What follows belongs to an exercise in optimizing a design on an open flow for small area, a short achievable clock period and few clock cycles; a production flow would make more cautious choices. In this exercise RTL edits were held to simulation tests only and were not proved equivalent to the original.

==> flow/design.v (outline; a module is shown in full before it is edited, if it fits) <==
// module MTX_MUL: 312 lines
// module MTX_FA: 6 lines
// module MTX_HA: 6 lines
module MTX_MUL( MP, ready, m1, m2, load, clk );
  // ...
==> flow/run.sh <==
#!/bin/bash
# synth_recipe.tcl (not shown) runs the flow's synth.tcl, then flattens the netlist and writes it again
# the make line also repeats each setting of config.mk as NAME=value (left out here)
make -C /OpenROAD-flow-scripts/flow DESIGN_CONFIG=/design/flow/config.mk WORK_HOME=/design/flow/orfs CLKGATE_MAP_FILE= SYNTH_SCRIPT=/design/flow/synth_recipe.tcl finish
==> flow/config.mk <==
export PLATFORM = sky130hd
export DESIGN_NAME = MTX_MUL
export DESIGN_NICKNAME = MTX_MUL
export VERILOG_FILES = /design/flow/design.v
export SDC_FILE = /design/flow/constraint.sdc
export NUM_CORES = 4
export LEC_CHECK = 0
export ABC_CLOCK_PERIOD_IN_PS = 4000
export CAP_MARGIN = 20
export CORE_MARGIN = 2
export CORE_UTILIZATION = 40
export SETUP_SLACK_MARGIN = 4.9
export SLEW_MARGIN = 20
export SYNTH_HIERARCHICAL = 1
export SYNTH_MINIMUM_KEEP_SIZE = 0
==> flow/constraint.sdc <==
create_clock -name core_clock -period 9.0 [get_ports {clk}]
set_input_delay 1.8000 -clock core_clock [delete_from_list [all_inputs] [get_ports {clk}]]
set_output_delay 1.8000 -clock core_clock [all_outputs]
set_load 0.01 [all_outputs]
==> impl.org, run 1 <==
** Status
- Status :: complete, no violations

** Finish
- More flip-flops sit in one register than any other, and that register is a.
- Clk tree area frac :: 7.59%
- Non-clock inverter total of the final layout :: 10
- The finished cells cover 17200 um^2.
- FF/Latch Area :: 7310 um^2
- The final layout contains 1378 nets.
- Most area-hungry cell class in the final design :: multi-input gates
- Most used cells in the layout excluding fill and tap cells :: 317 x sky130_fd_sc_hd__dfxtp_1, 256 x sky130_fd_sc_hd__and2_1, 224 x sky130_fd_sc_hd__fa_1

** Place
- At the placement stage, the worst setup path has a slack of 4.18 ns.
- The HPWL after detailed placement is 21600 um.
- Summing all placed instances gives a cell area of 15900 um^2.

** Synth
- In the synthesized netlist the dominant register cell turns out to be sky130_fd_sc_hd__dfxtp_1.
- Most frequent cell after synthesis :: sky130_fd_sc_hd__dfxtp_1
- Number of synthesized flops with an enable pin :: 32
- Post-synthesis compound-gate area fraction :: 2.12%
- Register area share after synthesis :: 48.8%
- Each instance of the synthesized netlist takes up on average 14.7 um^2.
- Of all cell types, the one taking the most synthesized area is sky130_fd_sc_hd__dfxtp_1.
- Counting flops with an async set or reset pin after synthesis yields a share of 0%.
- Share of synthesized cell area in full adder, half adder and majority cells :: 33.3%

** Critical path
- On the critical path the largest part of the delay comes from buffers and inverters.
- Crit-path max FO :: 8
- The slowest stage of the critical path is the sky130_fd_sc_hd__buf_2 cell.
- Register-to-register setup slack :: 5.27 ns
- Cells along the critical path :: buf_2 -> nor2b_1 -> buf_2

** Timing
- Hold timing on the final database bottoms out at a slack of 0.318 ns.
- Final setup violation count :: 0
- Clock skew on the completed layout was measured at 0.0141 ns.

** Floorplanning
- Core area :: 36800 um^2
- The flow inserted 468 tap cells.

** Clocking
- Clock latency on the worst-skew pair, taken at its later pin, is 0.55 ns.
- The clock drives 349 sinks.
- Maximum clock path buffer count :: 3
- Buffers inserted during clock tree synthesis total 37.

** Min path
- Hold Crit Endpoint :: b3[1][2]$_DFF_P_
- In this run the most critical hold path is launched from b3[0][2]$_DFF_P_.

** Routing
- After detailed routing, the met2 layer carries 14100 um of wire.
- Via count :: 7551

** GRT
- GR Overflow Total :: 0
- Busiest layer in global routing :: met2
Testbench counts, summed over its fixed seeds: cycles 6,144.
==> run 2: changes to the inputs <==
==> flow/design.v (replaced) <==
`timescale 1ns / 1ps
module MTX_MUL( MP, ready, m1, m2, load, clk );
	input[7:0] m1, m2;
	input load, clk;
	output[17:0] MP;
	output ready;
	reg [4:0] cnt;
	reg pl, run, rdyn;
	wire [4:0] idx = ( load & ~pl ) ? 5'd0 : cnt;
	always @( posedge clk ) begin
		pl  <= load;
		cnt <= idx + 5'd1;
		run <= load | ( run & ( idx != 5'd31 ) );
		rdyn <= ~( run & ( idx >= 5'd15 ) & ( idx != 5'd31 ) );
	end
	reg [7:0] a [0:11];
	integer k;
	always @( posedge clk ) begin
		a[0] <= m1;
		for( k = 1; k < 12; k = k + 1 ) a[k] <= a[k-1];
	end
	reg [7:0] ar0, ar1, ar2, ar3;
	always @( posedge clk ) begin
		if( idx[1:0] == 2'b00 ) begin
			ar0 <= a[11];
			ar1 <= a[10];
		end
		if( idx[1:0] == 2'b01 ) begin
			ar2 <= a[10];
			ar3 <= a[9];
		end
	end
	reg [7:0] b0 [0:3];
	reg [7:0] b1 [0:3];
	reg [7:0] b2 [0:3];
	reg [7:0] b3 [0:3];
	always @( posedge clk ) begin
		b0[0] <= ( load && idx[3:2] == 2'd0 ) ? m2 : b0[3];
		b1[0] <= ( load && idx[3:2] == 2'd1 ) ? m2 : b1[3];
		b2[0] <= ( load && idx[3:2] == 2'd2 ) ? m2 : b2[3];
		b3[0] <= ( load && idx[3:2] == 2'd3 ) ? m2 : b3[3];
		for( k = 1; k < 4; k = k + 1 ) begin
			b0[k] <= b0[k-1];
			b1[k] <= b1[k-1];
			b2[k] <= b2[k-1];
			b3[k] <= b3[k-1];
		end
	end
	wire [7:0] b0t = b0[0];
	wire [7:0] b1t = b1[0];
	wire [7:0] b2t = b2[1];
	wire [7:0] b3t = b3[1];
	reg [16:0] cs1a, cs1b;
	reg [17:0] cs2a, cs2b;
	reg [17:0] mp;
	wire s1_1, s1_2, s1_3, s1_4, s1_5, s1_6, s1_7, s1_8, s1_9, s1_10, s1_11, s1_12, s1_13, s1_14, s1_15, s1_16, s1_17, s1_18, s1_19, s1_20, s1_21, s1_22, s1_23, s1_24, s1_25, s1_26, s1_27, s1_28, s1_29, s1_30, s1_31, s1_32, s1_33, s1_34, s1_35, s1_36, s1_37, s1_38, s1_39, s1_40, s1_41, s1_42, s1_43, s1_44, s1_45, s1_46, s1_47, s1_48, s1_49, s1_50, s1_51, s1_52, s1_53, s1_54, s1_55, s1_56, s1_57, s1_58, s1_59, s1_60, s1_61, s1_62, s1_63, s1_64, s1_65, s1_66, s1_67, s1_68, s1_69, s1_70, s1_71, s1_72, s1_73, s1_74, s1_75, s1_76, s1_77, s1_78, s1_79, s1_80, s1_81, s1_82, s1_83, s1_84, s1_85, s1_86, s1_87, s1_88, s1_89, s1_90, s1_91, s1_92, s1_93, s1_94, s1_95, s1_96, s1_97, s1_98, s1_99, s1_100, s1_101, s1_102, s1_103, s1_104, s1_105, s1_106, s1_107, s1_108, s1_109, s1_110, s1_111, s1_112, s1_113, s1_114, s1_115, s1_116, s1_117, s1_118, s1_119, s1_120, s1_121, s1_122, s1_123, s1_124, s1_125, s1_126, s1_127, s1_128, s1_129, s1_130, s1_131, s1_132, s1_133, s1_134, s1_135, s1_136, s1_137, s1_138, s1_139, s1_140, s1_141, s1_142, s1_143, s1_144, s1_145, s1_146, s1_147, s1_148, s1_149, s1_150, s1_151, s1_152, s1_153, s1_154, s1_155, s1_156, s1_157, s1_158, s1_159, s1_160, s1_161, s1_162, s1_163, s1_164, s1_165, s1_166, s1_167, s1_168, s1_169, s1_170, s1_171, s1_172, s1_173, s1_174, s1_175, s1_176, s1_177, s1_178, s1_179, s1_180, s1_181, s1_182, s1_183, s1_184, s1_185, s1_186, s1_187, s1_188, s1_189, s1_190, s1_191, s1_192, s1_193, s1_194, s1_195, s1_196, s1_197, s1_198, s1_199, s1_200, s1_201, s1_202, s1_203, s1_204, s1_205, s1_206, s1_207, s1_208;
	MTX_FA u_s1_1 ( .a( ~( ar0[0] & b0t[6] ) ), .b( ~( ar0[1] & b0t[5] ) ), .c( ~( ar0[2] & b0t[4] ) ), .s( s1_1 ), .co( s1_2 ) );
	MTX_FA u_s1_3 ( .a( ~( ar0[0] & b0t[7] ) ), .b( ~( ar0[1] & b0t[6] ) ), .c( ~( ar0[2] & b0t[5] ) ), .s( s1_3 ), .co( s1_4 ) );
	MTX_FA u_s1_5 ( .a( ~( ar0[3] & b0t[4] ) ), .b( ~( ar0[4] & b0t[3] ) ), .c( ~( ar0[5] & b0t[2] ) ), .s( s1_5 ), .co( s1_6 ) );
	MTX_FA u_s1_7 ( .a( ~( ar0[1] & b0t[7] ) ), .b( ~( ar0[2] & b0t[6] ) ), .c( ~( ar0[3] & b0t[5] ) ), .s( s1_7 ), .co( s1_8 ) );
	MTX_FA u_s1_9 ( .a( ~( ar0[4] & b0t[4] ) ), .b( ~( ar0[5] & b0t[3] ) ), .c( ~( ar0[6] & b0t[2] ) ), .s( s1_9 ), .co( s1_10 ) );
	MTX_FA u_s1_11 ( .a( ~( ar0[2] & b0t[7] ) ), .b( ~( ar0[3] & b0t[6] ) ), .c( ~( ar0[4] & b0t[5] ) ), .s( s1_11 ), .co( s1_12 ) );
	MTX_FA u_s1_13 ( .a( ~( ar0[0] & b0t[4] ) ), .b( ~( ar0[1] & b0t[3] ) ), .c( ~( ar0[2] & b0t[2] ) ), .s( s1_13 ), .co( s1_14 ) );
	MTX_FA u_s1_15 ( .a( ~( ar0[0] & b0t[5] ) ), .b( ~( ar0[1] & b0t[4] ) ), .c( ~( ar0[2] & b0t[3] ) ), .s( s1_15 ), .co( s1_16 ) );
	MTX_FA u_s1_17 ( .a( ~( ar0[3] & b0t[2] ) ), .b( ~( ar0[4] & b0t[1] ) ), .c( ~( ar0[5] & b0t[0] ) ), .s( s1_17 ), .co( s1_18 ) );
	MTX_FA u_s1_19 ( .a( ~( ar0[3] & b0t[3] ) ), .b( ~( ar0[4] & b0t[2] ) ), .c( ~( ar0[5] & b0t[1] ) ), .s( s1_19 ), .co( s1_20 ) );
	MTX_FA u_s1_21 ( .a( ~( ar0[6] & b0t[0] ) ), .b( ~( ar1[0] & b1t[6] ) ), .c( ~( ar1[1] & b1t[5] ) ), .s( s1_21 ), .co( s1_22 ) );
	MTX_FA u_s1_23 ( .a( ~( ar1[2] & b1t[4] ) ), .b( ~( ar1[3] & b1t[3] ) ), .c( ~( ar1[4] & b1t[2] ) ), .s( s1_23 ), .co( s1_24 ) );
	MTX_FA u_s1_25 ( .a( ~( ar0[6] & b0t[1] ) ), .b( ~( ar0[7] & b0t[0] ) ), .c( ~( ar1[0] & b1t[7] ) ), .s( s1_25 ), .co( s1_26 ) );
	MTX_FA u_s1_27 ( .a( ~( ar1[1] & b1t[6] ) ), .b( ~( ar1[2] & b1t[5] ) ), .c( ~( ar1[3] & b1t[4] ) ), .s( s1_27 ), .co( s1_28 ) );
	MTX_FA u_s1_29 ( .a( ~( ar1[4] & b1t[3] ) ), .b( ~( ar1[5] & b1t[2] ) ), .c( ~( ar1[6] & b1t[1] ) ), .s( s1_29 ), .co( s1_30 ) );
	MTX_FA u_s1_31 ( .a( ~( ar1[7] & b1t[0] ) ), .b( s1_2 ), .c( s1_3 ), .s( s1_31 ), .co( s1_32 ) );
	MTX_FA u_s1_33 ( .a( ~( ar0[7] & b0t[1] ) ), .b( ~( ar1[1] & b1t[7] ) ), .c( ~( ar1[2] & b1t[6] ) ), .s( s1_33 ), .co( s1_34 ) );
	MTX_FA u_s1_35 ( .a( ~( ar1[3] & b1t[5] ) ), .b( ~( ar1[4] & b1t[4] ) ), .c( ~( ar1[5] & b1t[3] ) ), .s( s1_35 ), .co( s1_36 ) );
	MTX_FA u_s1_37 ( .a( ~( ar1[6] & b1t[2] ) ), .b( ~( ar1[7] & b1t[1] ) ), .c( s1_4 ), .s( s1_37 ), .co( s1_38 ) );
	MTX_FA u_s1_39 ( .a( s1_6 ), .b( s1_7 ), .c( s1_9 ), .s( s1_39 ), .co( s1_40 ) );
	MTX_FA u_s1_41 ( .a( ~( ar0[5] & b0t[4] ) ), .b( ~( ar0[6] & b0t[3] ) ), .c( ~( ar0[7] & b0t[2] ) ), .s( s1_41 ), .co( s1_42 ) );
	MTX_FA u_s1_43 ( .a( ~( ar1[2] & b1t[7] ) ), .b( ~( ar1[3] & b1t[6] ) ), .c( ~( ar1[4] & b1t[5] ) ), .s( s1_43 ), .co( s1_44 ) );
	MTX_FA u_s1_45 ( .a( ~( ar1[5] & b1t[4] ) ), .b( ~( ar1[6] & b1t[3] ) ), .c( ~( ar1[7] & b1t[2] ) ), .s( s1_45 ), .co( s1_46 ) );
	MTX_FA u_s1_47 ( .a( s1_10 ), .b( s1_11 ), .c( s1_8 ), .s( s1_47 ), .co( s1_48 ) );
	MTX_FA u_s1_49 ( .a( ~( ar0[3] & b0t[7] ) ), .b( ~( ar0[4] & b0t[6] ) ), .c( ~( ar0[5] & b0t[5] ) ), .s( s1_49 ), .co( s1_50 ) );
	MTX_FA u_s1_51 ( .a( ~( ar0[6] & b0t[4] ) ), .b( ~( ar0[7] & b0t[3] ) ), .c( ~( ar1[3] & b1t[7] ) ), .s( s1_51 ), .co( s1_52 ) );
	MTX_FA u_s1_53 ( .a( ~( ar1[4] & b1t[6] ) ), .b( ~( ar1[5] & b1t[5] ) ), .c( ~( ar1[6] & b1t[4] ) ), .s( s1_53 ), .co( s1_54 ) );
	MTX_FA u_s1_55 ( .a( ~( ar0[4] & b0t[7] ) ), .b( ~( ar0[5] & b0t[6] ) ), .c( ~( ar0[6] & b0t[5] ) ), .s( s1_55 ), .co( s1_56 ) );
	MTX_FA u_s1_57 ( .a( ~( ar0[0] & b0t[3] ) ), .b( ~( ar0[1] & b0t[2] ) ), .c( ~( ar0[2] & b0t[1] ) ), .s( s1_57 ), .co( s1_58 ) );
	MTX_FA u_s1_59 ( .a( ~( ar0[3] & b0t[1] ) ), .b( ~( ar0[4] & b0t[0] ) ), .c( ~( ar1[0] & b1t[4] ) ), .s( s1_59 ), .co( s1_60 ) );
	MTX_FA u_s1_61 ( .a( ~( ar1[1] & b1t[3] ) ), .b( ~( ar1[2] & b1t[2] ) ), .c( ~( ar1[3] & b1t[1] ) ), .s( s1_61 ), .co( s1_62 ) );
	MTX_FA u_s1_63 ( .a( ~( ar1[0] & b1t[5] ) ), .b( ~( ar1[1] & b1t[4] ) ), .c( ~( ar1[2] & b1t[3] ) ), .s( s1_63 ), .co( s1_64 ) );
	MTX_FA u_s1_65 ( .a( ~( ar1[3] & b1t[2] ) ), .b( ~( ar1[4] & b1t[1] ) ), .c( ~( ar1[5] & b1t[0] ) ), .s( s1_65 ), .co( s1_66 ) );
	MTX_FA u_s1_67 ( .a( s1_14 ), .b( s1_15 ), .c( s1_17 ), .s( s1_67 ), .co( s1_68 ) );
	MTX_FA u_s1_69 ( .a( ~( ar1[5] & b1t[1] ) ), .b( ~( ar1[6] & b1t[0] ) ), .c( s1_1 ), .s( s1_69 ), .co( s1_70 ) );
	MTX_FA u_s1_71 ( .a( s1_16 ), .b( s1_18 ), .c( s1_19 ), .s( s1_71 ), .co( s1_72 ) );
	MTX_FA u_s1_73 ( .a( s1_21 ), .b( s1_23 ), .c( 1'b1 ), .s( s1_73 ), .co( s1_74 ) );
	MTX_FA u_s1_75 ( .a( s1_20 ), .b( s1_22 ), .c( s1_24 ), .s( s1_75 ), .co( s1_76 ) );
	MTX_FA u_s1_77 ( .a( s1_25 ), .b( s1_27 ), .c( s1_29 ), .s( s1_77 ), .co( s1_78 ) );
	MTX_FA u_s1_79 ( .a( s1_5 ), .b( s1_31 ), .c( 1'b1 ), .s( s1_79 ), .co( s1_80 ) );
	MTX_FA u_s1_81 ( .a( s1_26 ), .b( s1_28 ), .c( s1_30 ), .s( s1_81 ), .co( s1_82 ) );
	MTX_FA u_s1_83 ( .a( s1_33 ), .b( s1_35 ), .c( s1_32 ), .s( s1_83 ), .co( s1_84 ) );
	MTX_FA u_s1_85 ( .a( s1_37 ), .b( s1_39 ), .c( 1'b1 ), .s( s1_85 ), .co( s1_86 ) );
	MTX_FA u_s1_87 ( .a( s1_34 ), .b( s1_36 ), .c( s1_41 ), .s( s1_87 ), .co( s1_88 ) );
	MTX_FA u_s1_89 ( .a( s1_43 ), .b( s1_45 ), .c( s1_38 ), .s( s1_89 ), .co( s1_90 ) );
	MTX_FA u_s1_91 ( .a( s1_40 ), .b( s1_47 ), .c( 1'b1 ), .s( s1_91 ), .co( s1_92 ) );
	MTX_FA u_s1_93 ( .a( ~( ar1[7] & b1t[3] ) ), .b( s1_12 ), .c( s1_42 ), .s( s1_93 ), .co( s1_94 ) );
	MTX_FA u_s1_95 ( .a( s1_44 ), .b( s1_46 ), .c( s1_49 ), .s( s1_95 ), .co( s1_96 ) );
	MTX_FA u_s1_97 ( .a( s1_51 ), .b( s1_53 ), .c( s1_48 ), .s( s1_97 ), .co( s1_98 ) );
	MTX_FA u_s1_99 ( .a( ~( ar0[7] & b0t[4] ) ), .b( ~( ar1[4] & b1t[7] ) ), .c( ~( ar1[5] & b1t[6] ) ), .s( s1_99 ), .co( s1_100 ) );
	MTX_FA u_s1_101 ( .a( ~( ar1[6] & b1t[5] ) ), .b( ~( ar1[7] & b1t[4] ) ), .c( s1_50 ), .s( s1_101 ), .co( s1_102 ) );
	MTX_FA u_s1_103 ( .a( s1_52 ), .b( s1_54 ), .c( s1_55 ), .s( s1_103 ), .co( s1_104 ) );
	MTX_FA u_s1_105 ( .a( ~( ar0[5] & b0t[7] ) ), .b( ~( ar0[6] & b0t[6] ) ), .c( ~( ar0[7] & b0t[5] ) ), .s( s1_105 ), .co( s1_106 ) );
	MTX_FA u_s1_107 ( .a( ~( ar1[5] & b1t[7] ) ), .b( ~( ar1[6] & b1t[6] ) ), .c( ~( ar1[7] & b1t[5] ) ), .s( s1_107 ), .co( s1_108 ) );
	MTX_FA u_s1_109 ( .a( ~( ar0[0] & b0t[2] ) ), .b( ~( ar0[1] & b0t[1] ) ), .c( ~( ar0[2] & b0t[0] ) ), .s( s1_109 ), .co( s1_110 ) );
	MTX_FA u_s1_111 ( .a( ~( ar0[3] & b0t[0] ) ), .b( ~( ar1[0] & b1t[3] ) ), .c( ~( ar1[1] & b1t[2] ) ), .s( s1_111 ), .co( s1_112 ) );
	MTX_FA u_s1_113 ( .a( ~( ar1[2] & b1t[1] ) ), .b( ~( ar1[3] & b1t[0] ) ), .c( s1_57 ), .s( s1_113 ), .co( s1_114 ) );
	MTX_FA u_s1_115 ( .a( ~( ar1[4] & b1t[0] ) ), .b( s1_13 ), .c( s1_58 ), .s( s1_115 ), .co( s1_116 ) );
	MTX_FA u_s1_117 ( .a( s1_59 ), .b( s1_61 ), .c( 1'b1 ), .s( s1_117 ), .co( s1_118 ) );
	MTX_FA u_s1_119 ( .a( s1_60 ), .b( s1_62 ), .c( s1_63 ), .s( s1_119 ), .co( s1_120 ) );
	MTX_FA u_s1_121 ( .a( s1_65 ), .b( s1_67 ), .c( 1'b1 ), .s( s1_121 ), .co( s1_122 ) );
	MTX_FA u_s1_123 ( .a( s1_64 ), .b( s1_66 ), .c( s1_68 ), .s( s1_123 ), .co( s1_124 ) );
	MTX_FA u_s1_125 ( .a( s1_69 ), .b( s1_71 ), .c( s1_73 ), .s( s1_125 ), .co( s1_126 ) );
	MTX_FA u_s1_127 ( .a( s1_70 ), .b( s1_72 ), .c( s1_74 ), .s( s1_127 ), .co( s1_128 ) );
	MTX_FA u_s1_129 ( .a( s1_75 ), .b( s1_77 ), .c( s1_79 ), .s( s1_129 ), .co( s1_130 ) );
	MTX_FA u_s1_131 ( .a( s1_76 ), .b( s1_78 ), .c( s1_81 ), .s( s1_131 ), .co( s1_132 ) );
	MTX_FA u_s1_133 ( .a( s1_80 ), .b( s1_83 ), .c( s1_85 ), .s( s1_133 ), .co( s1_134 ) );
	MTX_FA u_s1_135 ( .a( s1_82 ), .b( s1_87 ), .c( s1_84 ), .s( s1_135 ), .co( s1_136 ) );
	MTX_FA u_s1_137 ( .a( s1_86 ), .b( s1_89 ), .c( s1_91 ), .s( s1_137 ), .co( s1_138 ) );
	MTX_FA u_s1_139 ( .a( s1_88 ), .b( s1_93 ), .c( s1_95 ), .s( s1_139 ), .co( s1_140 ) );
	MTX_FA u_s1_141 ( .a( s1_90 ), .b( s1_92 ), .c( s1_97 ), .s( s1_141 ), .co( s1_142 ) );
	MTX_FA u_s1_143 ( .a( s1_99 ), .b( s1_101 ), .c( s1_103 ), .s( s1_143 ), .co( s1_144 ) );
	MTX_FA u_s1_145 ( .a( s1_94 ), .b( s1_96 ), .c( s1_98 ), .s( s1_145 ), .co( s1_146 ) );
	MTX_FA u_s1_147 ( .a( s1_100 ), .b( s1_105 ), .c( s1_107 ), .s( s1_147 ), .co( s1_148 ) );
	MTX_FA u_s1_149 ( .a( s1_56 ), .b( s1_102 ), .c( s1_104 ), .s( s1_149 ), .co( s1_150 ) );
	MTX_FA u_s1_151 ( .a( ~( ar0[6] & b0t[7] ) ), .b( ~( ar0[7] & b0t[6] ) ), .c( ~( ar1[6] & b1t[7] ) ), .s( s1_151 ), .co( s1_152 ) );
	MTX_FA u_s1_153 ( .a( ~( ar1[7] & b1t[6] ) ), .b( s1_106 ), .c( s1_108 ), .s( s1_153 ), .co( s1_154 ) );
	MTX_FA u_s1_155 ( .a( ~( ar0[0] & b0t[1] ) ), .b( ~( ar0[1] & b0t[0] ) ), .c( ~( ar1[0] & b1t[1] ) ), .s( s1_155 ), .co( s1_156 ) );
	MTX_FA u_s1_157 ( .a( ~( ar1[0] & b1t[2] ) ), .b( ~( ar1[1] & b1t[1] ) ), .c( ~( ar1[2] & b1t[0] ) ), .s( s1_157 ), .co( s1_158 ) );
	MTX_FA u_s1_159 ( .a( s1_110 ), .b( s1_111 ), .c( s1_113 ), .s( s1_159 ), .co( s1_160 ) );
	MTX_FA u_s1_161 ( .a( s1_112 ), .b( s1_114 ), .c( s1_115 ), .s( s1_161 ), .co( s1_162 ) );
	MTX_FA u_s1_163 ( .a( s1_116 ), .b( s1_118 ), .c( s1_119 ), .s( s1_163 ), .co( s1_164 ) );
	MTX_FA u_s1_165 ( .a( s1_120 ), .b( s1_122 ), .c( s1_123 ), .s( s1_165 ), .co( s1_166 ) );
	MTX_FA u_s1_167 ( .a( s1_124 ), .b( s1_126 ), .c( s1_127 ), .s( s1_167 ), .co( s1_168 ) );
	MTX_FA u_s1_169 ( .a( s1_128 ), .b( s1_131 ), .c( s1_130 ), .s( s1_169 ), .co( s1_170 ) );
	MTX_FA u_s1_171 ( .a( s1_132 ), .b( s1_134 ), .c( s1_135 ), .s( s1_171 ), .co( s1_172 ) );
	MTX_FA u_s1_173 ( .a( s1_139 ), .b( s1_136 ), .c( s1_138 ), .s( s1_173 ), .co( s1_174 ) );
	MTX_FA u_s1_175 ( .a( s1_140 ), .b( s1_143 ), .c( s1_142 ), .s( s1_175 ), .co( s1_176 ) );
	MTX_FA u_s1_177 ( .a( s1_147 ), .b( s1_144 ), .c( s1_149 ), .s( s1_177 ), .co( s1_178 ) );
	MTX_FA u_s1_179 ( .a( s1_151 ), .b( s1_148 ), .c( s1_153 ), .s( s1_179 ), .co( s1_180 ) );
	MTX_FA u_s1_181 ( .a( ~( ar0[7] & b0t[7] ) ), .b( ~( ar1[7] & b1t[7] ) ), .c( s1_152 ), .s( s1_181 ), .co( s1_182 ) );
	MTX_FA u_s1_183 ( .a( s1_109 ), .b( s1_156 ), .c( s1_157 ), .s( s1_183 ), .co( s1_184 ) );
	MTX_FA u_s1_185 ( .a( s1_158 ), .b( s1_159 ), .c( 1'b1 ), .s( s1_185 ), .co( s1_186 ) );
	MTX_FA u_s1_187 ( .a( s1_117 ), .b( s1_160 ), .c( s1_161 ), .s( s1_187 ), .co( s1_188 ) );
	MTX_FA u_s1_189 ( .a( s1_121 ), .b( s1_162 ), .c( s1_163 ), .s( s1_189 ), .co( s1_190 ) );
	MTX_FA u_s1_191 ( .a( s1_125 ), .b( s1_164 ), .c( s1_165 ), .s( s1_191 ), .co( s1_192 ) );
	MTX_FA u_s1_193 ( .a( s1_129 ), .b( s1_166 ), .c( s1_167 ), .s( s1_193 ), .co( s1_194 ) );
	MTX_FA u_s1_195 ( .a( s1_133 ), .b( s1_168 ), .c( s1_169 ), .s( s1_195 ), .co( s1_196 ) );
	MTX_FA u_s1_197 ( .a( s1_137 ), .b( s1_170 ), .c( s1_171 ), .s( s1_197 ), .co( s1_198 ) );
	MTX_FA u_s1_199 ( .a( s1_141 ), .b( s1_172 ), .c( s1_173 ), .s( s1_199 ), .co( s1_200 ) );
	MTX_FA u_s1_201 ( .a( s1_145 ), .b( s1_174 ), .c( s1_175 ), .s( s1_201 ), .co( s1_202 ) );
	MTX_FA u_s1_203 ( .a( s1_146 ), .b( s1_177 ), .c( s1_176 ), .s( s1_203 ), .co( s1_204 ) );
	MTX_FA u_s1_205 ( .a( s1_150 ), .b( s1_179 ), .c( s1_178 ), .s( s1_205 ), .co( s1_206 ) );
	MTX_FA u_s1_207 ( .a( s1_154 ), .b( s1_181 ), .c( s1_180 ), .s( s1_207 ), .co( s1_208 ) );
	wire [16:0] s1a = { 1'b1, s1_182, s1_207, s1_205, s1_203, s1_201, s1_199, s1_197, s1_195, s1_193, s1_191, s1_189, s1_187, s1_185, s1_183, ~( ar1[1] & b1t[0] ), ~( ar0[0] & b0t[0] ) };
	wire [16:0] s1b = { 1'b1, s1_208, s1_206, s1_204, s1_202, s1_200, s1_198, s1_196, s1_194, s1_192, s1_190, s1_188, s1_186, s1_184, 1'b1, s1_155, ~( ar1[0] & b1t[0] ) };
	wire s2_1, s2_2, s2_3, s2_4, s2_5, s2_6, s2_7, s2_8, s2_9, s2_10, s2_11, s2_12, s2_13, s2_14, s2_15, s2_16, s2_17, s2_18, s2_19, s2_20, s2_21, s2_22, s2_23, s2_24, s2_25, s2_26, s2_27, s2_28, s2_29, s2_30, s2_31, s2_32, s2_33, s2_34, s2_35, s2_36, s2_37, s2_38, s2_39, s2_40, s2_41, s2_42, s2_43, s2_44, s2_45, s2_46, s2_47, s2_48, s2_49, s2_50, s2_51, s2_52, s2_53, s2_54, s2_55, s2_56, s2_57, s2_58, s2_59, s2_60, s2_61, s2_62, s2_63, s2_64, s2_65, s2_66, s2_67, s2_68, s2_69, s2_70, s2_71, s2_72, s2_73, s2_74, s2_75, s2_76, s2_77, s2_78, s2_79, s2_80, s2_81, s2_82, s2_83, s2_84, s2_85, s2_86, s2_87, s2_88, s2_89, s2_90, s2_91, s2_92, s2_93, s2_94, s2_95, s2_96, s2_97, s2_98, s2_99, s2_100, s2_101, s2_102, s2_103, s2_104, s2_105, s2_106, s2_107, s2_108, s2_109, s2_110, s2_111, s2_112, s2_113, s2_114, s2_115, s2_116, s2_117, s2_118, s2_119, s2_120, s2_121, s2_122, s2_123, s2_124, s2_125, s2_126, s2_127, s2_128, s2_129, s2_130, s2_131, s2_132, s2_133, s2_134, s2_135, s2_136, s2_137, s2_138, s2_139, s2_140, s2_141, s2_142, s2_143, s2_144, s2_145, s2_146, s2_147, s2_148, s2_149, s2_150, s2_151, s2_152, s2_153, s2_154, s2_155, s2_156, s2_157, s2_158, s2_159, s2_160, s2_161, s2_162, s2_163, s2_164, s2_165, s2_166, s2_167, s2_168, s2_169, s2_170, s2_171, s2_172, s2_173, s2_174, s2_175, s2_176, s2_177, s2_178, s2_179, s2_180, s2_181, s2_182, s2_183, s2_184, s2_185, s2_186, s2_187, s2_188, s2_189, s2_190, s2_191, s2_192, s2_193, s2_194, s2_195, s2_196, s2_197, s2_198, s2_199, s2_200, s2_201, s2_202, s2_203, s2_204, s2_205, s2_206, s2_207, s2_208, s2_209, s2_210, s2_211, s2_212, s2_213, s2_214, s2_215, s2_216, s2_217, s2_218, s2_219, s2_220, s2_221, s2_222, s2_223, s2_224, s2_225, s2_226, s2_227, s2_228, s2_229, s2_230, s2_231, s2_232, s2_233, s2_234, s2_235, s2_236, s2_237, s2_238, s2_239, s2_240, s2_241, s2_242, s2_243, s2_244, s2_245, s2_246, s2_247, s2_248, s2_249, s2_250, s2_251, s2_252, s2_253, s2_254, s2_255, s2_256, s2_257, s2_258, s2_259, s2_260, s2_261, s2_262, s2_263, s2_264, s2_265, s2_266, s2_267, s2_268, s2_269, s2_270, s2_271, s2_272;
	MTX_FA u_s2_1 ( .a( cs1a[5] ), .b( cs1b[5] ), .c( ~( ar2[0] & b2t[5] ) ), .s( s2_1 ), .co( s2_2 ) );
	MTX_FA u_s2_3 ( .a( cs1a[6] ), .b( cs1b[6] ), .c( ~( ar2[0] & b2t[6] ) ), .s( s2_3 ), .co( s2_4 ) );
	MTX_FA u_s2_5 ( .a( ~( ar2[1] & b2t[5] ) ), .b( ~( ar2[2] & b2t[4] ) ), .c( ~( ar2[3] & b2t[3] ) ), .s( s2_5 ), .co( s2_6 ) );
	MTX_FA u_s2_7 ( .a( cs1a[7] ), .b( cs1b[7] ), .c( ~( ar2[0] & b2t[7] ) ), .s( s2_7 ), .co( s2_8 ) );
	MTX_FA u_s2_9 ( .a( ~( ar2[1] & b2t[6] ) ), .b( ~( ar2[2] & b2t[5] ) ), .c( ~( ar2[3] & b2t[4] ) ), .s( s2_9 ), .co( s2_10 ) );
	MTX_FA u_s2_11 ( .a( ~( ar2[4] & b2t[3] ) ), .b( ~( ar2[5] & b2t[2] ) ), .c( ~( ar2[6] & b2t[1] ) ), .s( s2_11 ), .co( s2_12 ) );
	MTX_FA u_s2_13 ( .a( ~( ar2[7] & b2t[0] ) ), .b( ~( ar3[0] & b3t[7] ) ), .c( ~( ar3[1] & b3t[6] ) ), .s( s2_13 ), .co( s2_14 ) );
	MTX_FA u_s2_15 ( .a( cs1a[8] ), .b( cs1b[8] ), .c( ~( ar2[1] & b2t[7] ) ), .s( s2_15 ), .co( s2_16 ) );
	MTX_FA u_s2_17 ( .a( ~( ar2[2] & b2t[6] ) ), .b( ~( ar2[3] & b2t[5] ) ), .c( ~( ar2[4] & b2t[4] ) ), .s( s2_17 ), .co( s2_18 ) );
	MTX_FA u_s2_19 ( .a( ~( ar2[5] & b2t[3] ) ), .b( ~( ar2[6] & b2t[2] ) ), .c( ~( ar2[7] & b2t[1] ) ), .s( s2_19 ), .co( s2_20 ) );
	MTX_FA u_s2_21 ( .a( ~( ar3[1] & b3t[7] ) ), .b( ~( ar3[2] & b3t[6] ) ), .c( ~( ar3[3] & b3t[5] ) ), .s( s2_21 ), .co( s2_22 ) );
	MTX_FA u_s2_23 ( .a( cs1a[9] ), .b( cs1b[9] ), .c( ~( ar2[2] & b2t[7] ) ), .s( s2_23 ), .co( s2_24 ) );
	MTX_FA u_s2_25 ( .a( ~( ar2[3] & b2t[6] ) ), .b( ~( ar2[4] & b2t[5] ) ), .c( ~( ar2[5] & b2t[4] ) ), .s( s2_25 ), .co( s2_26 ) );
	MTX_FA u_s2_27 ( .a( ~( ar2[6] & b2t[3] ) ), .b( ~( ar2[7] & b2t[2] ) ), .c( ~( ar3[2] & b3t[7] ) ), .s( s2_27 ), .co( s2_28 ) );
	MTX_FA u_s2_29 ( .a( cs1a[10] ), .b( cs1b[10] ), .c( ~( ar2[3] & b2t[7] ) ), .s( s2_29 ), .co( s2_30 ) );
	MTX_FA u_s2_31 ( .a( cs1a[3] ), .b( cs1b[3] ), .c( ~( ar2[0] & b2t[3] ) ), .s( s2_31 ), .co( s2_32 ) );
	MTX_FA u_s2_33 ( .a( cs1a[4] ), .b( cs1b[4] ), .c( ~( ar2[0] & b2t[4] ) ), .s( s2_33 ), .co( s2_34 ) );
	MTX_FA u_s2_35 ( .a( ~( ar2[1] & b2t[3] ) ), .b( ~( ar2[2] & b2t[2] ) ), .c( ~( ar2[3] & b2t[1] ) ), .s( s2_35 ), .co( s2_36 ) );
	MTX_FA u_s2_37 ( .a( ~( ar2[1] & b2t[4] ) ), .b( ~( ar2[2] & b2t[3] ) ), .c( ~( ar2[3] & b2t[2] ) ), .s( s2_37 ), .co( s2_38 ) );
	MTX_FA u_s2_39 ( .a( ~( ar2[4] & b2t[1] ) ), .b( ~( ar2[5] & b2t[0] ) ), .c( ~( ar3[0] & b3t[5] ) ), .s( s2_39 ), .co( s2_40 ) );
	MTX_FA u_s2_41 ( .a( ~( ar3[1] & b3t[4] ) ), .b( ~( ar3[2] & b3t[3] ) ), .c( ~( ar3[3] & b3t[2] ) ), .s( s2_41 ), .co( s2_42 ) );
	MTX_FA u_s2_43 ( .a( ~( ar2[4] & b2t[2] ) ), .b( ~( ar2[5] & b2t[1] ) ), .c( ~( ar2[6] & b2t[0] ) ), .s( s2_43 ), .co( s2_44 ) );
	MTX_FA u_s2_45 ( .a( ~( ar3[0] & b3t[6] ) ), .b( ~( ar3[1] & b3t[5] ) ), .c( ~( ar3[2] & b3t[4] ) ), .s( s2_45 ), .co( s2_46 ) );
	MTX_FA u_s2_47 ( .a( ~( ar3[3] & b3t[3] ) ), .b( ~( ar3[4] & b3t[2] ) ), .c( ~( ar3[5] & b3t[1] ) ), .s( s2_47 ), .co( s2_48 ) );
	MTX_FA u_s2_49 ( .a( ~( ar3[6] & b3t[0] ) ), .b( s2_2 ), .c( s2_3 ), .s( s2_49 ), .co( s2_50 ) );
	MTX_FA u_s2_51 ( .a( ~( ar3[2] & b3t[5] ) ), .b( ~( ar3[3] & b3t[4] ) ), .c( ~( ar3[4] & b3t[3] ) ), .s( s2_51 ), .co( s2_52 ) );
	MTX_FA u_s2_53 ( .a( ~( ar3[5] & b3t[2] ) ), .b( ~( ar3[6] & b3t[1] ) ), .c( ~( ar3[7] & b3t[0] ) ), .s( s2_53 ), .co( s2_54 ) );
	MTX_FA u_s2_55 ( .a( s2_11 ), .b( s2_13 ), .c( s2_4 ), .s( s2_55 ), .co( s2_56 ) );
	MTX_FA u_s2_57 ( .a( s2_6 ), .b( s2_7 ), .c( s2_9 ), .s( s2_57 ), .co( s2_58 ) );
	MTX_FA u_s2_59 ( .a( ~( ar3[4] & b3t[4] ) ), .b( ~( ar3[5] & b3t[3] ) ), .c( ~( ar3[6] & b3t[2] ) ), .s( s2_59 ), .co( s2_60 ) );
	MTX_FA u_s2_61 ( .a( ~( ar3[7] & b3t[1] ) ), .b( s2_10 ), .c( s2_12 ), .s( s2_61 ), .co( s2_62 ) );
	MTX_FA u_s2_63 ( .a( s2_14 ), .b( s2_15 ), .c( s2_17 ), .s( s2_63 ), .co( s2_64 ) );
	MTX_FA u_s2_65 ( .a( s2_19 ), .b( s2_21 ), .c( s2_8 ), .s( s2_65 ), .co( s2_66 ) );
	MTX_FA u_s2_67 ( .a( ~( ar3[3] & b3t[6] ) ), .b( ~( ar3[4] & b3t[5] ) ), .c( ~( ar3[5] & b3t[4] ) ), .s( s2_67 ), .co( s2_68 ) );
	MTX_FA u_s2_69 ( .a( ~( ar3[6] & b3t[3] ) ), .b( ~( ar3[7] & b3t[2] ) ), .c( s2_16 ), .s( s2_69 ), .co( s2_70 ) );
	MTX_FA u_s2_71 ( .a( s2_18 ), .b( s2_20 ), .c( s2_22 ), .s( s2_71 ), .co( s2_72 ) );
	MTX_FA u_s2_73 ( .a( s2_23 ), .b( s2_25 ), .c( s2_27 ), .s( s2_73 ), .co( s2_74 ) );
	MTX_FA u_s2_75 ( .a( ~( ar2[4] & b2t[6] ) ), .b( ~( ar2[5] & b2t[5] ) ), .c( ~( ar2[6] & b2t[4] ) ), .s( s2_75 ), .co( s2_76 ) );
	MTX_FA u_s2_77 ( .a( ~( ar2[7] & b2t[3] ) ), .b( ~( ar3[3] & b3t[7] ) ), .c( ~( ar3[4] & b3t[6] ) ), .s( s2_77 ), .co( s2_78 ) );
	MTX_FA u_s2_79 ( .a( ~( ar3[5] & b3t[5] ) ), .b( ~( ar3[6] & b3t[4] ) ), .c( ~( ar3[7] & b3t[3] ) ), .s( s2_79 ), .co( s2_80 ) );
	MTX_FA u_s2_81 ( .a( s2_24 ), .b( s2_26 ), .c( s2_28 ), .s( s2_81 ), .co( s2_82 ) );
	MTX_FA u_s2_83 ( .a( cs1a[11] ), .b( cs1b[11] ), .c( ~( ar2[4] & b2t[7] ) ), .s( s2_83 ), .co( s2_84 ) );
	MTX_FA u_s2_85 ( .a( ~( ar2[5] & b2t[6] ) ), .b( ~( ar2[6] & b2t[5] ) ), .c( ~( ar2[7] & b2t[4] ) ), .s( s2_85 ), .co( s2_86 ) );
	MTX_FA u_s2_87 ( .a( ~( ar3[4] & b3t[7] ) ), .b( ~( ar3[5] & b3t[6] ) ), .c( ~( ar3[6] & b3t[5] ) ), .s( s2_87 ), .co( s2_88 ) );
	MTX_FA u_s2_89 ( .a( cs1a[12] ), .b( cs1b[12] ), .c( ~( ar2[5] & b2t[7] ) ), .s( s2_89 ), .co( s2_90 ) );
	MTX_FA u_s2_91 ( .a( cs1a[2] ), .b( cs1b[2] ), .c( ~( ar2[0] & b2t[2] ) ), .s( s2_91 ), .co( s2_92 ) );
	MTX_FA u_s2_93 ( .a( ~( ar2[1] & b2t[2] ) ), .b( ~( ar2[2] & b2t[1] ) ), .c( ~( ar2[3] & b2t[0] ) ), .s( s2_93 ), .co( s2_94 ) );
	MTX_FA u_s2_95 ( .a( ~( ar3[0] & b3t[3] ) ), .b( ~( ar3[1] & b3t[2] ) ), .c( ~( ar3[2] & b3t[1] ) ), .s( s2_95 ), .co( s2_96 ) );
	MTX_FA u_s2_97 ( .a( ~( ar2[4] & b2t[0] ) ), .b( ~( ar3[0] & b3t[4] ) ), .c( ~( ar3[1] & b3t[3] ) ), .s( s2_97 ), .co( s2_98 ) );
	MTX_FA u_s2_99 ( .a( ~( ar3[2] & b3t[2] ) ), .b( ~( ar3[3] & b3t[1] ) ), .c( ~( ar3[4] & b3t[0] ) ), .s( s2_99 ), .co( s2_100 ) );
	MTX_FA u_s2_101 ( .a( s2_32 ), .b( s2_33 ), .c( s2_35 ), .s( s2_101 ), .co( s2_102 ) );
	MTX_FA u_s2_103 ( .a( ~( ar3[4] & b3t[1] ) ), .b( ~( ar3[5] & b3t[0] ) ), .c( s2_1 ), .s( s2_103 ), .co( s2_104 ) );
	MTX_FA u_s2_105 ( .a( s2_34 ), .b( s2_36 ), .c( s2_37 ), .s( s2_105 ), .co( s2_106 ) );
	MTX_FA u_s2_107 ( .a( s2_39 ), .b( s2_41 ), .c( 1'b1 ), .s( s2_107 ), .co( s2_108 ) );
	MTX_FA u_s2_109 ( .a( s2_38 ), .b( s2_40 ), .c( s2_42 ), .s( s2_109 ), .co( s2_110 ) );
	MTX_FA u_s2_111 ( .a( s2_43 ), .b( s2_45 ), .c( s2_47 ), .s( s2_111 ), .co( s2_112 ) );
	MTX_FA u_s2_113 ( .a( s2_5 ), .b( s2_49 ), .c( 1'b1 ), .s( s2_113 ), .co( s2_114 ) );
	MTX_FA u_s2_115 ( .a( s2_44 ), .b( s2_46 ), .c( s2_48 ), .s( s2_115 ), .co( s2_116 ) );
	MTX_FA u_s2_117 ( .a( s2_51 ), .b( s2_53 ), .c( s2_50 ), .s( s2_117 ), .co( s2_118 ) );
	MTX_FA u_s2_119 ( .a( s2_55 ), .b( s2_57 ), .c( 1'b1 ), .s( s2_119 ), .co( s2_120 ) );
	MTX_FA u_s2_121 ( .a( s2_52 ), .b( s2_54 ), .c( s2_59 ), .s( s2_121 ), .co( s2_122 ) );
	MTX_FA u_s2_123 ( .a( s2_56 ), .b( s2_58 ), .c( s2_61 ), .s( s2_123 ), .co( s2_124 ) );
	MTX_FA u_s2_125 ( .a( s2_63 ), .b( s2_65 ), .c( 1'b1 ), .s( s2_125 ), .co( s2_126 ) );
	MTX_FA u_s2_127 ( .a( s2_60 ), .b( s2_67 ), .c( s2_62 ), .s( s2_127 ), .co( s2_128 ) );
	MTX_FA u_s2_129 ( .a( s2_64 ), .b( s2_66 ), .c( s2_69 ), .s( s2_129 ), .co( s2_130 ) );
	MTX_FA u_s2_131 ( .a( s2_71 ), .b( s2_73 ), .c( 1'b1 ), .s( s2_131 ), .co( s2_132 ) );
	MTX_FA u_s2_133 ( .a( s2_29 ), .b( s2_68 ), .c( s2_75 ), .s( s2_133 ), .co( s2_134 ) );
	MTX_FA u_s2_135 ( .a( s2_77 ), .b( s2_79 ), .c( s2_70 ), .s( s2_135 ), .co( s2_136 ) );
	MTX_FA u_s2_137 ( .a( s2_72 ), .b( s2_74 ), .c( s2_81 ), .s( s2_137 ), .co( s2_138 ) );
	MTX_FA u_s2_139 ( .a( ~( ar3[7] & b3t[4] ) ), .b( s2_30 ), .c( s2_76 ), .s( s2_139 ), .co( s2_140 ) );
	MTX_FA u_s2_141 ( .a( s2_78 ), .b( s2_80 ), .c( s2_83 ), .s( s2_141 ), .co( s2_142 ) );
	MTX_FA u_s2_143 ( .a( s2_85 ), .b( s2_87 ), .c( s2_82 ), .s( s2_143 ), .co( s2_144 ) );
	MTX_FA u_s2_145 ( .a( ~( ar2[6] & b2t[6] ) ), .b( ~( ar2[7] & b2t[5] ) ), .c( ~( ar3[5] & b3t[7] ) ), .s( s2_145 ), .co( s2_146 ) );
	MTX_FA u_s2_147 ( .a( ~( ar3[6] & b3t[6] ) ), .b( ~( ar3[7] & b3t[5] ) ), .c( s2_84 ), .s( s2_147 ), .co( s2_148 ) );
	MTX_FA u_s2_149 ( .a( s2_86 ), .b( s2_88 ), .c( s2_89 ), .s( s2_149 ), .co( s2_150 ) );
	MTX_FA u_s2_151 ( .a( cs1a[13] ), .b( cs1b[13] ), .c( ~( ar2[6] & b2t[7] ) ), .s( s2_151 ), .co( s2_152 ) );
	MTX_FA u_s2_153 ( .a( ~( ar2[7] & b2t[6] ) ), .b( ~( ar3[6] & b3t[7] ) ), .c( ~( ar3[7] & b3t[6] ) ), .s( s2_153 ), .co( s2_154 ) );
	MTX_FA u_s2_155 ( .a( cs1a[1] ), .b( cs1b[1] ), .c( ~( ar2[0] & b2t[1] ) ), .s( s2_155 ), .co( s2_156 ) );
	MTX_FA u_s2_157 ( .a( ~( ar2[1] & b2t[1] ) ), .b( ~( ar2[2] & b2t[0] ) ), .c( ~( ar3[0] & b3t[2] ) ), .s( s2_157 ), .co( s2_158 ) );
	MTX_FA u_s2_159 ( .a( ~( ar3[1] & b3t[1] ) ), .b( ~( ar3[2] & b3t[0] ) ), .c( s2_91 ), .s( s2_159 ), .co( s2_160 ) );
	MTX_FA u_s2_161 ( .a( ~( ar3[3] & b3t[0] ) ), .b( s2_31 ), .c( s2_92 ), .s( s2_161 ), .co( s2_162 ) );
	MTX_FA u_s2_163 ( .a( s2_93 ), .b( s2_95 ), .c( 1'b1 ), .s( s2_163 ), .co( s2_164 ) );
	MTX_FA u_s2_165 ( .a( s2_94 ), .b( s2_96 ), .c( s2_97 ), .s( s2_165 ), .co( s2_166 ) );
	MTX_FA u_s2_167 ( .a( s2_99 ), .b( s2_101 ), .c( 1'b1 ), .s( s2_167 ), .co( s2_168 ) );
	MTX_FA u_s2_169 ( .a( s2_100 ), .b( s2_98 ), .c( s2_102 ), .s( s2_169 ), .co( s2_170 ) );
	MTX_FA u_s2_171 ( .a( s2_103 ), .b( s2_105 ), .c( s2_107 ), .s( s2_171 ), .co( s2_172 ) );
	MTX_FA u_s2_173 ( .a( s2_104 ), .b( s2_106 ), .c( s2_108 ), .s( s2_173 ), .co( s2_174 ) );
	MTX_FA u_s2_175 ( .a( s2_109 ), .b( s2_111 ), .c( s2_113 ), .s( s2_175 ), .co( s2_176 ) );
	MTX_FA u_s2_177 ( .a( s2_110 ), .b( s2_112 ), .c( s2_115 ), .s( s2_177 ), .co( s2_178 ) );
	MTX_FA u_s2_179 ( .a( s2_114 ), .b( s2_117 ), .c( s2_119 ), .s( s2_179 ), .co( s2_180 ) );
	MTX_FA u_s2_181 ( .a( s2_116 ), .b( s2_121 ), .c( s2_118 ), .s( s2_181 ), .co( s2_182 ) );
	MTX_FA u_s2_183 ( .a( s2_120 ), .b( s2_123 ), .c( s2_125 ), .s( s2_183 ), .co( s2_184 ) );
	MTX_FA u_s2_185 ( .a( s2_122 ), .b( s2_124 ), .c( s2_126 ), .s( s2_185 ), .co( s2_186 ) );
	MTX_FA u_s2_187 ( .a( s2_127 ), .b( s2_129 ), .c( s2_131 ), .s( s2_187 ), .co( s2_188 ) );
	MTX_FA u_s2_189 ( .a( s2_133 ), .b( s2_128 ), .c( s2_130 ), .s( s2_189 ), .co( s2_190 ) );
	MTX_FA u_s2_191 ( .a( s2_132 ), .b( s2_135 ), .c( s2_137 ), .s( s2_191 ), .co( s2_192 ) );
	MTX_FA u_s2_193 ( .a( s2_134 ), .b( s2_139 ), .c( s2_141 ), .s( s2_193 ), .co( s2_194 ) );
	MTX_FA u_s2_195 ( .a( s2_136 ), .b( s2_138 ), .c( s2_143 ), .s( s2_195 ), .co( s2_196 ) );
	MTX_FA u_s2_197 ( .a( s2_145 ), .b( s2_140 ), .c( s2_142 ), .s( s2_197 ), .co( s2_198 ) );
	MTX_FA u_s2_199 ( .a( s2_147 ), .b( s2_149 ), .c( s2_144 ), .s( s2_199 ), .co( s2_200 ) );
	MTX_FA u_s2_201 ( .a( s2_146 ), .b( s2_151 ), .c( s2_153 ), .s( s2_201 ), .co( s2_202 ) );
	MTX_FA u_s2_203 ( .a( s2_90 ), .b( s2_148 ), .c( s2_150 ), .s( s2_203 ), .co( s2_204 ) );
	MTX_FA u_s2_205 ( .a( cs1a[14] ), .b( cs1b[14] ), .c( ~( ar2[7] & b2t[7] ) ), .s( s2_205 ), .co( s2_206 ) );
	MTX_FA u_s2_207 ( .a( ~( ar3[7] & b3t[7] ) ), .b( s2_152 ), .c( s2_154 ), .s( s2_207 ), .co( s2_208 ) );
	MTX_FA u_s2_209 ( .a( cs1a[0] ), .b( cs1b[0] ), .c( ~( ar2[0] & b2t[0] ) ), .s( s2_209 ), .co( s2_210 ) );
	MTX_FA u_s2_211 ( .a( ~( ar2[1] & b2t[0] ) ), .b( ~( ar3[0] & b3t[1] ) ), .c( ~( ar3[1] & b3t[0] ) ), .s( s2_211 ), .co( s2_212 ) );
	MTX_FA u_s2_213 ( .a( s2_156 ), .b( s2_157 ), .c( s2_159 ), .s( s2_213 ), .co( s2_214 ) );
	MTX_FA u_s2_215 ( .a( s2_158 ), .b( s2_160 ), .c( s2_161 ), .s( s2_215 ), .co( s2_216 ) );
	MTX_FA u_s2_217 ( .a( s2_162 ), .b( s2_164 ), .c( s2_165 ), .s( s2_217 ), .co( s2_218 ) );
	MTX_FA u_s2_219 ( .a( s2_166 ), .b( s2_168 ), .c( s2_169 ), .s( s2_219 ), .co( s2_220 ) );
	MTX_FA u_s2_221 ( .a( s2_170 ), .b( s2_172 ), .c( s2_173 ), .s( s2_221 ), .co( s2_222 ) );
	MTX_FA u_s2_223 ( .a( s2_174 ), .b( s2_177 ), .c( s2_176 ), .s( s2_223 ), .co( s2_224 ) );
	MTX_FA u_s2_225 ( .a( s2_178 ), .b( s2_180 ), .c( s2_181 ), .s( s2_225 ), .co( s2_226 ) );
	MTX_FA u_s2_227 ( .a( s2_182 ), .b( s2_184 ), .c( s2_185 ), .s( s2_227 ), .co( s2_228 ) );
	MTX_FA u_s2_229 ( .a( s2_186 ), .b( s2_188 ), .c( s2_189 ), .s( s2_229 ), .co( s2_230 ) );
	MTX_FA u_s2_231 ( .a( s2_193 ), .b( s2_190 ), .c( s2_192 ), .s( s2_231 ), .co( s2_232 ) );
	MTX_FA u_s2_233 ( .a( s2_194 ), .b( s2_197 ), .c( s2_196 ), .s( s2_233 ), .co( s2_234 ) );
	MTX_FA u_s2_235 ( .a( s2_201 ), .b( s2_198 ), .c( s2_203 ), .s( s2_235 ), .co( s2_236 ) );
	MTX_FA u_s2_237 ( .a( s2_205 ), .b( s2_202 ), .c( s2_207 ), .s( s2_237 ), .co( s2_238 ) );
	MTX_FA u_s2_239 ( .a( cs1a[15] ), .b( cs1b[15] ), .c( s2_206 ), .s( s2_239 ), .co( s2_240 ) );
	MTX_FA u_s2_241 ( .a( s2_155 ), .b( s2_210 ), .c( s2_211 ), .s( s2_241 ), .co( s2_242 ) );
	MTX_FA u_s2_243 ( .a( s2_212 ), .b( s2_213 ), .c( 1'b1 ), .s( s2_243 ), .co( s2_244 ) );
	MTX_FA u_s2_245 ( .a( s2_163 ), .b( s2_214 ), .c( s2_215 ), .s( s2_245 ), .co( s2_246 ) );
	MTX_FA u_s2_247 ( .a( s2_167 ), .b( s2_216 ), .c( s2_217 ), .s( s2_247 ), .co( s2_248 ) );
	MTX_FA u_s2_249 ( .a( s2_171 ), .b( s2_218 ), .c( s2_219 ), .s( s2_249 ), .co( s2_250 ) );
	MTX_FA u_s2_251 ( .a( s2_175 ), .b( s2_220 ), .c( s2_221 ), .s( s2_251 ), .co( s2_252 ) );
	MTX_FA u_s2_253 ( .a( s2_179 ), .b( s2_222 ), .c( s2_223 ), .s( s2_253 ), .co( s2_254 ) );
	MTX_FA u_s2_255 ( .a( s2_183 ), .b( s2_224 ), .c( s2_225 ), .s( s2_255 ), .co( s2_256 ) );
	MTX_FA u_s2_257 ( .a( s2_187 ), .b( s2_226 ), .c( s2_227 ), .s( s2_257 ), .co( s2_258 ) );
	MTX_FA u_s2_259 ( .a( s2_191 ), .b( s2_228 ), .c( s2_229 ), .s( s2_259 ), .co( s2_260 ) );
	MTX_FA u_s2_261 ( .a( s2_195 ), .b( s2_230 ), .c( s2_231 ), .s( s2_261 ), .co( s2_262 ) );
	MTX_FA u_s2_263 ( .a( s2_199 ), .b( s2_232 ), .c( s2_233 ), .s( s2_263 ), .co( s2_264 ) );
	MTX_FA u_s2_265 ( .a( s2_200 ), .b( s2_235 ), .c( s2_234 ), .s( s2_265 ), .co( s2_266 ) );
	MTX_FA u_s2_267 ( .a( s2_204 ), .b( s2_237 ), .c( s2_236 ), .s( s2_267 ), .co( s2_268 ) );
	MTX_FA u_s2_269 ( .a( s2_208 ), .b( s2_239 ), .c( s2_238 ), .s( s2_269 ), .co( s2_270 ) );
	MTX_FA u_s2_271 ( .a( cs1a[16] ), .b( cs1b[16] ), .c( s2_240 ), .s( s2_271 ), .co( s2_272 ) );
	wire [17:0] s2a = { s2_272, s2_271, s2_269, s2_267, s2_265, s2_263, s2_261, s2_259, s2_257, s2_255, s2_253, s2_251, s2_249, s2_247, s2_245, s2_243, s2_241, ~( ar3[0] & b3t[0] ) };
	wire [17:0] s2b = { 1'b1, s2_270, s2_268, s2_266, s2_264, s2_262, s2_260, s2_258, s2_256, s2_254, s2_252, s2_250, s2_248, s2_246, s2_244, s2_242, 1'b1, s2_209 };
	wire pg0_1, pg0_3, pp0_3, pg0_5, pp0_5, pg0_7, pp0_7, pg0_9, pp0_9, pg0_11, pp0_11, pg0_13, pp0_13, pg0_15, pp0_15, pg0_17, pp0_17, pg1_2, pg1_3, pg1_6, pp1_6, pg1_7, pp1_7, pg1_10, pp1_10, pg1_11, pp1_11, pg1_14, pp1_14, pg1_15, pp1_15, pg2_4, pg2_5, pg2_6, pg2_7, pg2_12, pp2_12, pg2_13, pp2_13, pg2_14, pp2_14, pg2_15, pp2_15, pg3_8, pg3_9, pg3_10, pg3_11, pg3_12, pg3_13, pg3_14, pg3_15, pg4_16, pg4_17;
	wire [17:0] ag = cs2a & cs2b;
	wire [17:0] ap = cs2a ^ cs2b;
	wire ag0 = ag[0] | ap[0];
	assign pg0_1 = ag[1] | ( ap[1] & ag0 );
	assign pg0_3 = ag[3] | ( ap[3] & ag[2] );
	assign pp0_3 = ap[3] & ap[2];
	assign pg0_5 = ag[5] | ( ap[5] & ag[4] );
	assign pp0_5 = ap[5] & ap[4];
	assign pg0_7 = ag[7] | ( ap[7] & ag[6] );
	assign pp0_7 = ap[7] & ap[6];
	assign pg0_9 = ag[9] | ( ap[9] & ag[8] );
	assign pp0_9 = ap[9] & ap[8];
	assign pg0_11 = ag[11] | ( ap[11] & ag[10] );
	assign pp0_11 = ap[11] & ap[10];
	assign pg0_13 = ag[13] | ( ap[13] & ag[12] );
	assign pp0_13 = ap[13] & ap[12];
	assign pg0_15 = ag[15] | ( ap[15] & ag[14] );
	assign pp0_15 = ap[15] & ap[14];
	assign pg0_17 = ag[17] | ( ap[17] & ag[16] );
	assign pp0_17 = ap[17] & ap[16];
	assign pg1_2 = ag[2] | ( ap[2] & pg0_1 );
	assign pg1_3 = pg0_3 | ( pp0_3 & pg0_1 );
	assign pg1_6 = ag[6] | ( ap[6] & pg0_5 );
	assign pp1_6 = ap[6] & pp0_5;
	assign pg1_7 = pg0_7 | ( pp0_7 & pg0_5 );
	assign pp1_7 = pp0_7 & pp0_5;
	assign pg1_10 = ag[10] | ( ap[10] & pg0_9 );
	assign pp1_10 = ap[10] & pp0_9;
	assign pg1_11 = pg0_11 | ( pp0_11 & pg0_9 );
	assign pp1_11 = pp0_11 & pp0_9;
	assign pg1_14 = ag[14] | ( ap[14] & pg0_13 );
	assign pp1_14 = ap[14] & pp0_13;
	assign pg1_15 = pg0_15 | ( pp0_15 & pg0_13 );
	assign pp1_15 = pp0_15 & pp0_13;
	assign pg2_4 = ag[4] | ( ap[4] & pg1_3 );
	assign pg2_5 = pg0_5 | ( pp0_5 & pg1_3 );
	assign pg2_6 = pg1_6 | ( pp1_6 & pg1_3 );
	assign pg2_7 = pg1_7 | ( pp1_7 & pg1_3 );
	assign pg2_12 = ag[12] | ( ap[12] & pg1_11 );
	assign pp2_12 = ap[12] & pp1_11;
	assign pg2_13 = pg0_13 | ( pp0_13 & pg1_11 );
	assign pp2_13 = pp0_13 & pp1_11;
	assign pg2_14 = pg1_14 | ( pp1_14 & pg1_11 );
	assign pp2_14 = pp1_14 & pp1_11;
	assign pg2_15 = pg1_15 | ( pp1_15 & pg1_11 );
	assign pp2_15 = pp1_15 & pp1_11;
	assign pg3_8 = ag[8] | ( ap[8] & pg2_7 );
	assign pg3_9 = pg0_9 | ( pp0_9 & pg2_7 );
	assign pg3_10 = pg1_10 | ( pp1_10 & pg2_7 );
	assign pg3_11 = pg1_11 | ( pp1_11 & pg2_7 );
	assign pg3_12 = pg2_12 | ( pp2_12 & pg2_7 );
	assign pg3_13 = pg2_13 | ( pp2_13 & pg2_7 );
	assign pg3_14 = pg2_14 | ( pp2_14 & pg2_7 );
	assign pg3_15 = pg2_15 | ( pp2_15 & pg2_7 );
	assign pg4_16 = ag[16] | ( ap[16] & pg3_15 );
	assign pg4_17 = pg0_17 | ( pp0_17 & pg3_15 );
	wire [17:0] fsum = { ( ap[17] ^ pg4_16 ), ( ap[16] ^ pg3_15 ), ( ap[15] ^ pg3_14 ), ( ap[14] ^ pg3_13 ), ( ap[13] ^ pg3_12 ), ( ap[12] ^ pg3_11 ), ( ap[11] ^ pg3_10 ), ( ap[10] ^ pg3_9 ), ( ap[9] ^ pg3_8 ), ( ap[8] ^ pg2_7 ), ( ap[7] ^ pg2_6 ), ( ap[6] ^ pg2_5 ), ( ap[5] ^ pg2_4 ), ( ap[4] ^ pg1_3 ), ( ap[3] ^ pg1_2 ), ( ap[2] ^ pg0_1 ), ( ap[1] ^ ag0 ), ~ap[0] };
	always @( posedge clk ) begin
		cs1a <= s1a;
		cs1b <= s1b;
		cs2a <= s2a;
		cs2b <= s2b;
		mp <= ~fsum;
	end
	assign ready = ~( rdyn | load );
	assign MP = mp;
endmodule
module MTX_FA( a, b, c, s, co );
	input a, b, c;
	output s, co;
	assign s = a ^ b ^ c;
	assign co = ( a & b ) | ( a & c ) | ( b & c );
endmodule
module MTX_HAN( a, b, s, co );
	input a, b;
	output s, co;
	assign s = ~( a ^ b );
	assign co = a | b;
endmodule
==> flow/flow/run.sh (new file) <==
#!/bin/bash
# The standard layout (standard.sh), with two changes: ports are buffered with
# buf_1 instead of the default buffer, and CTS uses clkbuf_8 sink clusters
# without dummy loads. Each tool's output goes to flow.log here.
set -euo pipefail
bash standard.sh \
  "BUFFER_PORTS_ARGS=-buffer_cell sky130_fd_sc_hd__buf_1" \
  "CTS_ARGS=-sink_clustering_enable -repair_clock_nets -sink_clustering_size 10 -sink_clustering_max_diameter 35 -buf_list sky130_fd_sc_hd__clkbuf_4 -dont_use_dummy_load" \
  finish > flow.log 2>&1
==> flow/standard.sh (new file) <==
#!/bin/bash
# synth_recipe.tcl (not shown) runs the flow's synth.tcl, then flattens the netlist and writes it again
# the make line also repeats each setting of config.mk as NAME=value (left out here)
make -C /OpenROAD-flow-scripts/flow DESIGN_CONFIG=/design/flow/config.mk WORK_HOME=/design/flow/orfs CLKGATE_MAP_FILE= SYNTH_SCRIPT=/design/flow/synth_recipe.tcl "${@:-finish}"
==> flow/config.mk (replaced) <==
export PLATFORM = sky130hd
export DESIGN_NAME = MTX_MUL
export DESIGN_NICKNAME = MTX_MUL
export VERILOG_FILES = /design/flow/design.v
export SDC_FILE = /design/flow/constraint.sdc
export NUM_CORES = 4
export LEC_CHECK = 0
export ABC_CLOCK_PERIOD_IN_PS = 4000
export CAP_MARGIN = 20
export CORE_MARGIN = 2
export CORE_UTILIZATION = 80
export CTS_BUF_LIST = sky130_fd_sc_hd__clkbuf_8
export CTS_CLUSTER_DIAMETER = 50
export CTS_CLUSTER_SIZE = 20
export SETUP_SLACK_MARGIN = 5.0
export SLEW_MARGIN = 20
export SYNTH_HIERARCHICAL = 1
export SYNTH_MINIMUM_KEEP_SIZE = 0
removed: flow/run.sh
==> impl.org, run 2 <==
** Routing
- The wire length per cell after detailed routing was 20.4 um (was 17.9 um).
- The overall routed net length is 27100 um (was 28500 um).
- The via count was 7783 (was 7551).

** Critical path
- The class of the most critical setup path was in2out (unchanged).
- Reg-to-reg critical path startpoint :: ar0[4]$_DFFE_PN_ (was ar2[4]$_DFFE_PN_)
- Register-to-register setup slack :: 5.19 ns (was 5.27 ns)
- The endpoint type of the worst setup path was an output port (unchanged).
- Crit-path max FO :: 8 (unchanged)

** Timing
- Fin Clk Skew :: 0.0929 ns (was 0.0141 ns)
- Measured slew at the worst slew-check pin :: 0.901 ns (was 0.845 ns)
- The number of setup violations in the final report is 0 (unchanged).
- The final cycle utilization of the critical path is 44.1% (about the same).
- The time the final worst path needs with I/O delays and setup came to 3.97 ns (about the same).

** GRT
- GR Overflow Total :: 0 (unchanged)
- All-Layer GR Usage :: 30.5% (was 15.6%)
- The largest net degree at the start of global routing came to 17 (unchanged).

** Finish
- Most used cells in the layout excluding fill and tap cells :: 315 x sky130_fd_sc_hd__dfxtp_1, 265 x sky130_fd_sc_hd__nand2_1, 244 x sky130_fd_sc_hd__fa_1 (was 317 x sky130_fd_sc_hd__dfxtp_1, 256 x sky130_fd_sc_hd__and2_1, 224 x sky130_fd_sc_hd__fa_1)
- Largest reg by FF count :: a (unchanged)
- The final layout net count came to 1381 (was 1378).

** Clocking
- Worst-Skew Late Latency :: 0.69 ns (was 0.55 ns)
- The number of buffers added for setup after CTS is 0 (unchanged).
- Maximum clock path buffer count :: 3 (unchanged)
- The clock input transition at the sequential cells of the worst setup and hold paths was 0.10 ns (was 0.06 ns).
- The number of sinks driven by the clock tree was 347 (was 349).
- CTS tree :: built (unchanged)
- The number of buffers created by CTS came to 46 (was 37).

** Place
- The post-placement worst setup slack was 4.96 ns (was 4.18 ns).
- The final weighted congestion of routability-driven global placement was 0.943 (was 0.843).
- The placed wire-length estimate after detailed placement was 20200 um (was 21600 um).

** Synth
- The area share of the leading cell type in the synthesized netlist was 43.3% (was 42.3%).
- Post-synthesis cell type with the largest combined area :: sky130_fd_sc_hd__dfxtp_1 (unchanged)
- Synth Area per Inst :: 13.7 um^2 (was 14.7 um^2)
- The warning count from the yosys run came to 12 (unchanged).
- The most numerous cell in the Yosys netlist is sky130_fd_sc_hd__dfxtp_1 (unchanged).
- Register area share after synthesis :: 49.8% (was 48.8%)
- The share of flip-flops with an asynchronous set or reset came to 0% (unchanged).
- The count of flip-flops with a built-in enable after synthesis was 32 (unchanged).
- The dominant register cell in the synthesized netlist is sky130_fd_sc_hd__dfxtp_1 (unchanged).

** Min path
- The launch instance of the worst min-delay path was b3[2][6]$_DFF_P_ (was b3[0][2]$_DFF_P_).
- The depth of the worst hold-timing path came to 0 (unchanged).
- Hold Crit Endpoint :: b3[3][6]$_DFF_P_ (was b3[1][2]$_DFF_P_)
- The worst min-delay path class was reg2reg (unchanged).

** Floorplanning
- Die Wd :: 139 um (was 198 um)
- Overall die height :: 139 um (was 198 um)
- The area of the core is 17900 um^2 (was 36800 um^2).

** Status
- Status: complete, no violations (unchanged).
-- run 2: critical path, stage by stage --
cell and delay (ns):
sky130_fd_sc_hd__buf_2 0.14, sky130_fd_sc_hd__nor2_1 0.10, sky130_fd_sc_hd__clkbuf_2 0.13
-- run 2: per-stage QoR --
step           std cells  hold WS (ns)  area, um^2
4_1_cts             1325         0.278       15200
5_1_grt             1326         0.296       15200
6_report            1326         0.286       15200
3_3_place_gp        1279         0.310       14800
3_5_place_dp        1279         0.312       14800
2_1_floorplan       1080         0.310       14600
-- run 2: repair_timing --
item / in CTS / in global routing
gates resized for setup: 1 / 1
endpoints found under the setup margin: 1 / 1
hold endpoints to repair: 0 / 0
-- run 2: cell families after synthesis --
group | share of synthesized area [%]
adders and majority gates | 35.3
muxes | 2.47
other | 0.0257
DFF | 49.8
buffers and inverters | 2.14
xor gates and xnor gates | 0.661
and+or+nand+nor | 7.99
AOI/OAI and AO/OA | 1.57
-- run 2: routing by layer --
metal	vias to the layer above	routed length (um)	track usage (%)
met4	0	1340	15.2
met5	-	0	0
met1	3908	9890	38.0
met3	122	2010	6.35
met2	431	13800	51.7
li1	3322	-	-
-- run 2: layout make-up --
type	count	area, um^2
antenna	1	2.50
sequential	347	7270
fill	848	2730
tap	229	287
timing repair buffer	36	138
clock buffer	46	345
multi-input combinational	650	7070
inverter	17	63.8
-- run 2: worst max path at each step --
stage	to	from	depth (start not counted)	slack, ns
floorplan	ready	load	2	5.07
global placement	ready	load	3	4.98
detailed placement	ready	load	3	4.96
CTS	ready	load	3	5.01
global route	ready	load	3	5.01
finish	ready	load	3	5.03
-- run 2: Yosys stat by module, one instance, submodules excluded --
module / cells / flip-flops and latches
MTX_MUL: 823 / 347
MTX_FA: 1 / 0
Testbench counts of run 2, summed over its fixed seeds: cycles 6,144.

-- afterwards: timing with drivers on the ports --
No port has a modelled driver above. Below, the same layouts with a new extraction and two added sets of constraints.
Step 1 sets driving cells, clkbuf_16 on the clock port and buf_2 on the other inputs (assumed; they add their load-dependent delay and slew).
Step 2 times the ports against the registers' clock, not the clock port: input delays grow and output delays shrink by t, the midpoint of the rising clock arrivals with the driver on.
a / b / c = ideal ports / drivers / drivers and shift; a / b = the first two.
run	t, ns	setup slack, ns	worst setup path at the end
run 1	0.595	5.027 / 5.008 / 5.008	input to output
run 2	0.693	5.028 / 5.002 / 5.002	input to output
After both steps setup and hold are still met in every run listed. For run 2, which loses most, drivers alone change the setup slack by -0.026 ns; drivers and shift together by -0.026 ns.
